This is an optimization exercise on Yosys and OpenROAD, whose aim is small area and a short achievable clock period, not a production implementation. Only simulation tests tie the RTL to the original design; equivalence was not proved. Power figures rest on the tool's default switching activity, not on a simulated workload.

### run.sh
#!/bin/bash
# synth_recipe.tcl (not shown) runs the flow's synth.tcl, then flattens the netlist and writes it again
# the make line also repeats each setting of config.mk as NAME=value (left out here)
make -C /OpenROAD-flow-scripts/flow DESIGN_CONFIG=/design/flow/config.mk WORK_HOME=/design/flow/orfs CLKGATE_MAP_FILE= SYNTH_SCRIPT=/design/flow/synth_recipe.tcl finish
### constraint.sdc
create_clock -name core_clock -period 7.0 [get_ports {clk}]
set_input_delay 1.4000 -clock core_clock [delete_from_list [all_inputs] [get_ports {clk}]]
set_output_delay 1.4000 -clock core_clock [all_outputs]
set_load 0.01 [all_outputs]
### config.mk
export PLATFORM = sky130hd
export DESIGN_NAME = PC
export DESIGN_NICKNAME = PC
export VERILOG_FILES = /design/flow/design.v
export SDC_FILE = /design/flow/constraint.sdc
export NUM_CORES = 4
export LEC_CHECK = 0
export CAP_MARGIN = 20
export CELL_PAD_IN_SITES_DETAIL_PLACEMENT = 1
export CELL_PAD_IN_SITES_GLOBAL_PLACEMENT = 2
export CORE_MARGIN = 2
export CORE_UTILIZATION = 25
export PLACE_DENSITY = 0.3
export SLEW_MARGIN = 20
### design.v
module sign_extend(
	input logic [15:0] Imm,
	output logic [31:0] SignImm
	);
	assign SignImm = {{16{Imm[15]}},Imm};
endmodule
module MUX_RegDst(
	input logic RegDst,
	input logic [4:0] WriteReg,
	input logic [4:0] rt,
	output logic [4:0] RegDst_out
	);
	assign RegDst_out = RegDst ? WriteReg : rt;
endmodule
module MUX_ALUSrc(
	input logic ALUSrc,
	input logic [31:0] SignImm,
	input logic [31:0] RD2,
	output logic [31:0] ALUSrc_out
	);
	assign ALUSrc_out = ALUSrc ? SignImm : RD2;
endmodule
module MUX_MemtoReg(
	input logic MemtoReg,
	input logic [31:0] ALUResult,
	input logic [31:0] RD,  
	output logic [31:0] MemtoReg_out
	);
	assign MemtoReg_out = MemtoReg ? RD : ALUResult;
endmodule
module ALU(
	input logic [31:0] SrcA,
	input logic [31:0] SrcB,
	input logic [2:0] ALUControl,
	output logic [31:0] ALUResult
	);
	logic [31:0] sum, SrcBout;
	assign SrcBout = ALUControl[2] ? ~SrcB : SrcB;
	assign sum = SrcA + SrcBout + ALUControl[2];
	assign ALUResult = sum;
endmodule
module register_file(
	input  logic        clk,
	input  logic        rst,
	input  logic        WE3,             
	input  logic [4:0]  A3,              
	input  logic [31:0] WD3,             
	input  logic [4:0]  A1, A2, A4,      
	output logic [31:0] RD1, RD2, RD4    
	);
	logic [1023:0] rf;
	logic [31:0] valid;
	logic [31:0] wen;    
	always_comb begin
		wen = '0;
		wen[A3] = WE3;
	end
	for (genvar i = 0; i < 32; i++) begin : word
		always @(posedge clk or negedge rst)
			if (!rst)
				valid[i] <= 1'b0;
			else if (wen[i])
				valid[i] <= 1'b1;
		always @(posedge clk)
			if (wen[i])
				rf[i*32 +: 32] <= WD3;
	end
	read_port rp1(.A(A1), .valid(valid), .mem(rf), .RD(RD1));
	read_port rp2(.A(A2), .valid(valid), .mem(rf), .RD(RD2));
	read_port rp4(.A(A4), .valid(valid), .mem(rf), .RD(RD4));
endmodule
module read_port(
	input  logic [4:0]  A,
	input  logic [31:0] valid,
	input  logic [1023:0] mem,
	output logic [31:0] RD
	);
	logic [31:0] sel;
	always_comb begin
		sel = '0;
		sel[A] = 1'b1;
		sel = sel & valid;
		RD = '0;
		for (int i = 0; i < 32; i++)
			RD = RD | ({32{sel[i]}} & mem[i*32 +: 32]);
		if (sel == '0)
			RD[4:0] = A;
	end
endmodule
module data_memory(
	input  logic        clk,
	input  logic        rst,
	input  logic        WE,              
	input  logic [4:0]  WA,              
	input  logic [31:0] WD,              
	input  logic [4:0]  RA,              
	output logic [31:0] RD               
	);
	logic [1023:0] mem;
	logic [31:0] valid;
	logic [31:0] wen;    
	always_comb begin
		wen = '0;
		wen[WA] = WE;
	end
	for (genvar i = 0; i < 32; i++) begin : word
		always @(posedge clk or negedge rst)
			if (!rst)
				valid[i] <= 1'b0;
			else if (wen[i])
				valid[i] <= 1'b1;
		always @(posedge clk)
			if (wen[i])
				mem[i*32 +: 32] <= WD;
	end
	read_port rp(.A(RA), .valid(valid), .mem(mem), .RD(RD));
endmodule
module PC(
	input logic clk,
	input logic rst,
	input logic [31:0] instruction,  
	input logic RegWrite, MemWrite,  
	output logic [31:0] probe_register_file,
	output logic [31:0] probe_data_memory
	);
	logic [4:0] nA1, nA2, nA3;
	logic [31:0] nImm;
	assign nA1 = instruction[25:21];
	assign nA2 = instruction[20:16];
	MUX_RegDst regmux(.RegDst(instruction[31]), .WriteReg(instruction[15:11]), .rt(nA2), .RegDst_out(nA3));
	sign_extend sign_ext(.Imm(instruction[15:0]), .SignImm(nImm));
	logic [31:0] X, Y, ALUr, OP2, prf, pdm;
	logic [4:0]  A3r;
	logic        MemtoRegr;
	logic [31:0] WD;
	MUX_MemtoReg memmux(.MemtoReg(MemtoRegr), .ALUResult(ALUr), .RD(pdm), .MemtoReg_out(WD));
	logic [31:0] nB, nALU;
	MUX_ALUSrc alumux(.ALUSrc(instruction[30]), .SignImm(nImm), .RD2(Y), .ALUSrc_out(nB));
	ALU arithlu(.SrcA(X), .SrcB(nB), .ALUControl(instruction[29:27]), .ALUResult(nALU));
	logic [31:0] rd1, rd2, rd3, rdm;
	register_file rf(.clk(clk), .rst(rst), .WE3(RegWrite), .A3(A3r), .WD3(WD),
		.A1(nA1), .A2(nA2), .A4(nA3), .RD1(rd1), .RD2(rd2), .RD4(rd3));
	data_memory dm(.clk(clk), .rst(rst), .WE(MemWrite), .WA(ALUr[4:0]), .WD(OP2),
		.RA(nALU[4:0]), .RD(rdm));
	always @(posedge clk) begin
		X         <= (RegWrite && A3r == nA1) ? WD : rd1;
		Y         <= (RegWrite && A3r == nA2) ? WD : rd2;
		prf       <= (RegWrite && A3r == nA3) ? WD : rd3;
		pdm       <= (MemWrite && ALUr[4:0] == nALU[4:0]) ? OP2 : rdm;
		ALUr      <= nALU;
		OP2       <= Y;
		A3r       <= nA3;
		MemtoRegr <= instruction[26];
	end
	assign probe_register_file = prf;
	assign probe_data_memory = pdm;
endmodule
==> results.py <==
metrics = {
    "synthesis": {
        "async_flop_share": 0.0277,
        "synth.distinct_cells": 85,
        "syn_area_um2": 96600,
        "syn_inst": 6671,
        "synthFlopType": "edfxtp_1",
        "syn-mean-instance-area_um2": 14.5,
        "synth_edf_count": 2048,
        "ys_warn_count": 4,
        "yosysSeqAreaShare": 0.694,
        "synth_seq_cells": 2310,
        "syn-num-nets": 6752,
    },
    "clocking": {
        "htreeDepth": 5,
        "hold_buffers": 0,
        "tritoncts": "yes",
        "cts_resized": 0,
        "cts_root_buf": "clkbuf_16",
        "cts.sinks": 2310,
        "clkTransAtPathRegs_ns": 0.06,
        "clk_path_buf_depth": 4,
        "cts-buffers-inserted": 296,
        "post_cts_buffers": 0,
        "clk_latency_ns": 0.94,
    },
    "critical_path": {
        "cp-end-kind": "register",
        "path_cells": "clkdlybuf4s50_1 > mux2i_4 > mux2i_1 > fa_1 > ha_1 > xnor3_1 > and3_1 > a22oi_1 > nor3_1 > a31oi_1 > nor2_1 > nor4_1 > buf_4 > nand3_1 > a2111oi_0 > buf_4 > nand3_1 > o31a_1",
        "required_ns": 7.78,
        "crit_arrival_ns": 7.08,
        "path_max_fanout": 8,
        "startpoint_type": "primary input",
        "slowest_delay_ns": 0.66,
        "worst-setup-path-type": "primary input to register",
        "crit_slowest_cell": "a2111oi_0",
    },
    "floorplan": {
        "start_util": 0.251,
        "die_w_um": 626,
        "die_h_um": 626,
        "num_rows": 228,
        "ioPinCount": 100,
        "core_um2": 385000,
        "die-area_um2": 391000,
    },
    "drt": {
        "routed_wl_um": 606000,
        "wire_per_inst_um": 48.9,
        "drc": 0,
        "drt_iter0_markers": 10600,
        "num_vias": 75600,
        "viasPerCell": 6.09,
        "ant_nets": 0,
        "first_pass_iters": 9,
    },
    "sta": {
        "fmax_mhz": 159,
        "fin_crit_ns": 6.30,
        "fin_worst_skew_ns": 0.0452,
        "setup_violations": 0,
        "rsz0062_at_grt": "false",
        "tightest_slew_ns": 1.16,
        "drv_slew": 0,
        "worst_slack_ns": 0.697,
        "post-route-period-util": 0.900,
        "relSlewSlack": 0.218,
        "hold_viol": 0,
    },
    "place": {
        "gp_congestion": 0.893,
        "dp.cells": 11800,
        "hpwl_um": 399000,
        "pre_cts_slack_ns": -0.257,
        "port_buffers": 97,
    },
    "power_and_ir_drop": {
        "p_total_mw": 49.9,
        "leakage_nw": 38.4,
        "peakVddDrop_mv": 0.205,
        "pwr_density_cell_nw_per_um2": 422,
    },
    "grt": {
        "antenna_found_initial": 52,
        "grt_pass1_wl_um": 789000,
        "grt_max_degree": 42,
        "grt_pass1_vias": 76300,
        "gr-total-overflow": 0,
        "track_usage": 0.302,
    },
    "final_layout": {
        "nNetsFinal": 7147,
        "fin_cells": 12400,
        "area_growth_pct": 22.3,
        "drive_gt1_frac": 0.180,
    },
    "run_status": {
        "status": "complete, no violations",
    },
    "job": {
        "drv_cap": 0,
    },
    "worst_hold_path": {
        "hold_path_class": "register to register",
    },
}
final cells by class:
class / count / area, um^2
Antenna cell: 32 / 80.1
Clock buffer: 394 / 8220
Clock inverter: 153 / 1650
Sequential cell: 2310 / 67100
Inverter: 70 / 263
Multi-Input combinational cell: 3727 / 28300
Tap cell: 5060 / 6330
Fill cell: 40000 / 267000
Timing Repair Buffer: 661 / 6260
power by group:
group          switching, mW  total (mW)  internal (mW)
Clock                   6.48        15.9           9.39
Combinational           10.7        15.2           4.51
Sequential             0.965        18.8           17.8
routing by layer:
layer	part of all wire	wire length, um	GRT usage
met1	0.39	239000	0.368
met2	0.48	293000	0.513
met3	0.060	36700	0.0487
met4	0.062	37600	0.158
met5	0.00013	78	0
cells in the mapped netlist, types with 44 or more instances:
master | count | share of area
a22o_1 | 358 | 0.032
nand3_1 | 193 | 0.010
ha_1 | 44 | 0.0057
nor2_1 | 137 | 0.0053
mux2i_1 | 48 | 0.0050
a22oi_1 | 694 | 0.054
a21oi_1 | 214 | 0.011
nand2_1 | 213 | 0.0083
edfxtp_1 | 2048 | 0.64
nand4_1 | 292 | 0.019
xnor2_1 | 71 | 0.0064
nor4_1 | 45 | 0.0029
nor3_1 | 106 | 0.0055
or2_2 | 65 | 0.0042
and3_1 | 129 | 0.0084
a221oi_1 | 471 | 0.043
a222oi_1 | 248 | 0.026
dfxtp_1 | 198 | 0.041
clkbuf_1 | 506 | 0.020
dfrtp_1 | 64 | 0.017
inv_1 | 67 | 0.0026
cells by family (layout without fill, tap and decap cells):
family	after synthesis	in the layout	synth area share
AND/OR/NAND/NOR	1267	1267	0.0699
adder cells (fa/ha/maj)	45	45	0.00591
other	0	32	0
XOR/XNOR	102	102	0.00997
flip-flops	2310	2310	0.694
AO/OA/AOI/OAI	2257	2257	0.189
buffers and inverters	634	1278	0.0250
multiplexers	56	56	0.00614
per-stage QoR:
step | utilization | hold WS, ns | cell area [um^2] | TNS [ns]
after floorplan | - | 0.330 | 96600 | 0
after global placement | 0.281 | 0.338 | 108000 | -0.609
after detailed placement | 0.281 | 0.342 | 108000 | -0.439
after CTS | 0.307 | 0.354 | 118000 | 0
after global routing | 0.307 | 0.364 | 118000 | 0
final | 0.307 | 0.354 | 118000 | 0
worst max-delay path: cells and delay by family:
| family | cells | cell delay (ns) |
|---|---|---|
| buf+inv | 3 | 0.87 |
| simple gates | 6 | 1.46 |
| compound gates | 4 | 1.46 |
| fa+ha+maj | 2 | 0.95 |
| xor+xnor | 1 | 0.49 |
| mux | 2 | 0.42 |
state kept, by name (all words and copies together) (netlist names):
register / cells
OP2: 32
X: 32
rf.valid: 32
ALUr: 32
prf: 32
dm.mem: 1024
rf.rf: 1024
dm.valid: 32
pdm: 32
Y: 32
MemtoRegr: 1
A3r: 5
worst paths after layout:
| path | startpoint | endpoint | slack [ns] | cells past startpoint |
|---|---|---|---|---|
| max | instruction[0] | pdm[1] | 0.70 | 18 |
| min | Y[5] | OP2[5] | 0.35 | 0 |
| max reg2reg | Y[0] | pdm[1] | 1.26 | 17 |
| min reg2reg | Y[5] | OP2[5] | 0.35 | 0 |
| max in group asynchronous | rst | dm.valid[1] | 5.26 | 2 |
| min in group asynchronous | rst | rf.valid[15] | 0.48 | 1 |
placed cells by master, fill, tap and decap left out, types with 25 or more instances in the layout:
master and count:
bufinv_16 30, nor3_1 95, a211oi_1 27, dfrtp_1 64, a22o_1 358, and3_2 43, edfxtp_1 2048, clkdlybuf4s50_1 94
inv_1 67, ha_1 44, nand2_1 212, xnor2_1 69, xor2_1 25, a222oi_1 248, clkbuf_1 65, nor2_1 71
or2_2 65, a22oi_1 694, and3_1 28, nand3_1 193, nand4_1 292, o21ai_0 29, clkbuf_16 306, buf_12 85
buf_4 480, mux2i_1 48, diode_2 32, clkinv_1 55, a21oi_1 212, nor4_1 41, a221o_1 29, and3_4 58
clkinv_2 40, dfxtp_1 191, nor2_4 67, a221oi_1 471

[re-timing with driven ports]
The flow's constraints put no driver on any port. The routed layout listed below was extracted and timed again, unchanged, in two steps. Step 1: set_driving_cell puts a clkbuf_16 on clk and a buf_2 on each other input, an assumption about the parent block. Step 2, shift: input delay + t, output delay - t, t = (earliest + latest rising clock arrival at the registers) / 2. This alone moves slack from input paths to output paths. a / b / c = ideal ports / drivers / drivers and shift; a / b = the first two.
shift t [ns]: 1.022
slack for setup (ns): 0.697 / 0.777 / -0.245
worst register clock-pin slew, ns: 0.06 / 0.06
worst slew at a driven data input, ns: 0.07
cell pins on the clock port's net: 1
Met with ideal ports but missed after step 2: setup timing in this run. The setup slack of this run moves by +0.080 ns with the drivers and by -0.942 ns with both steps.
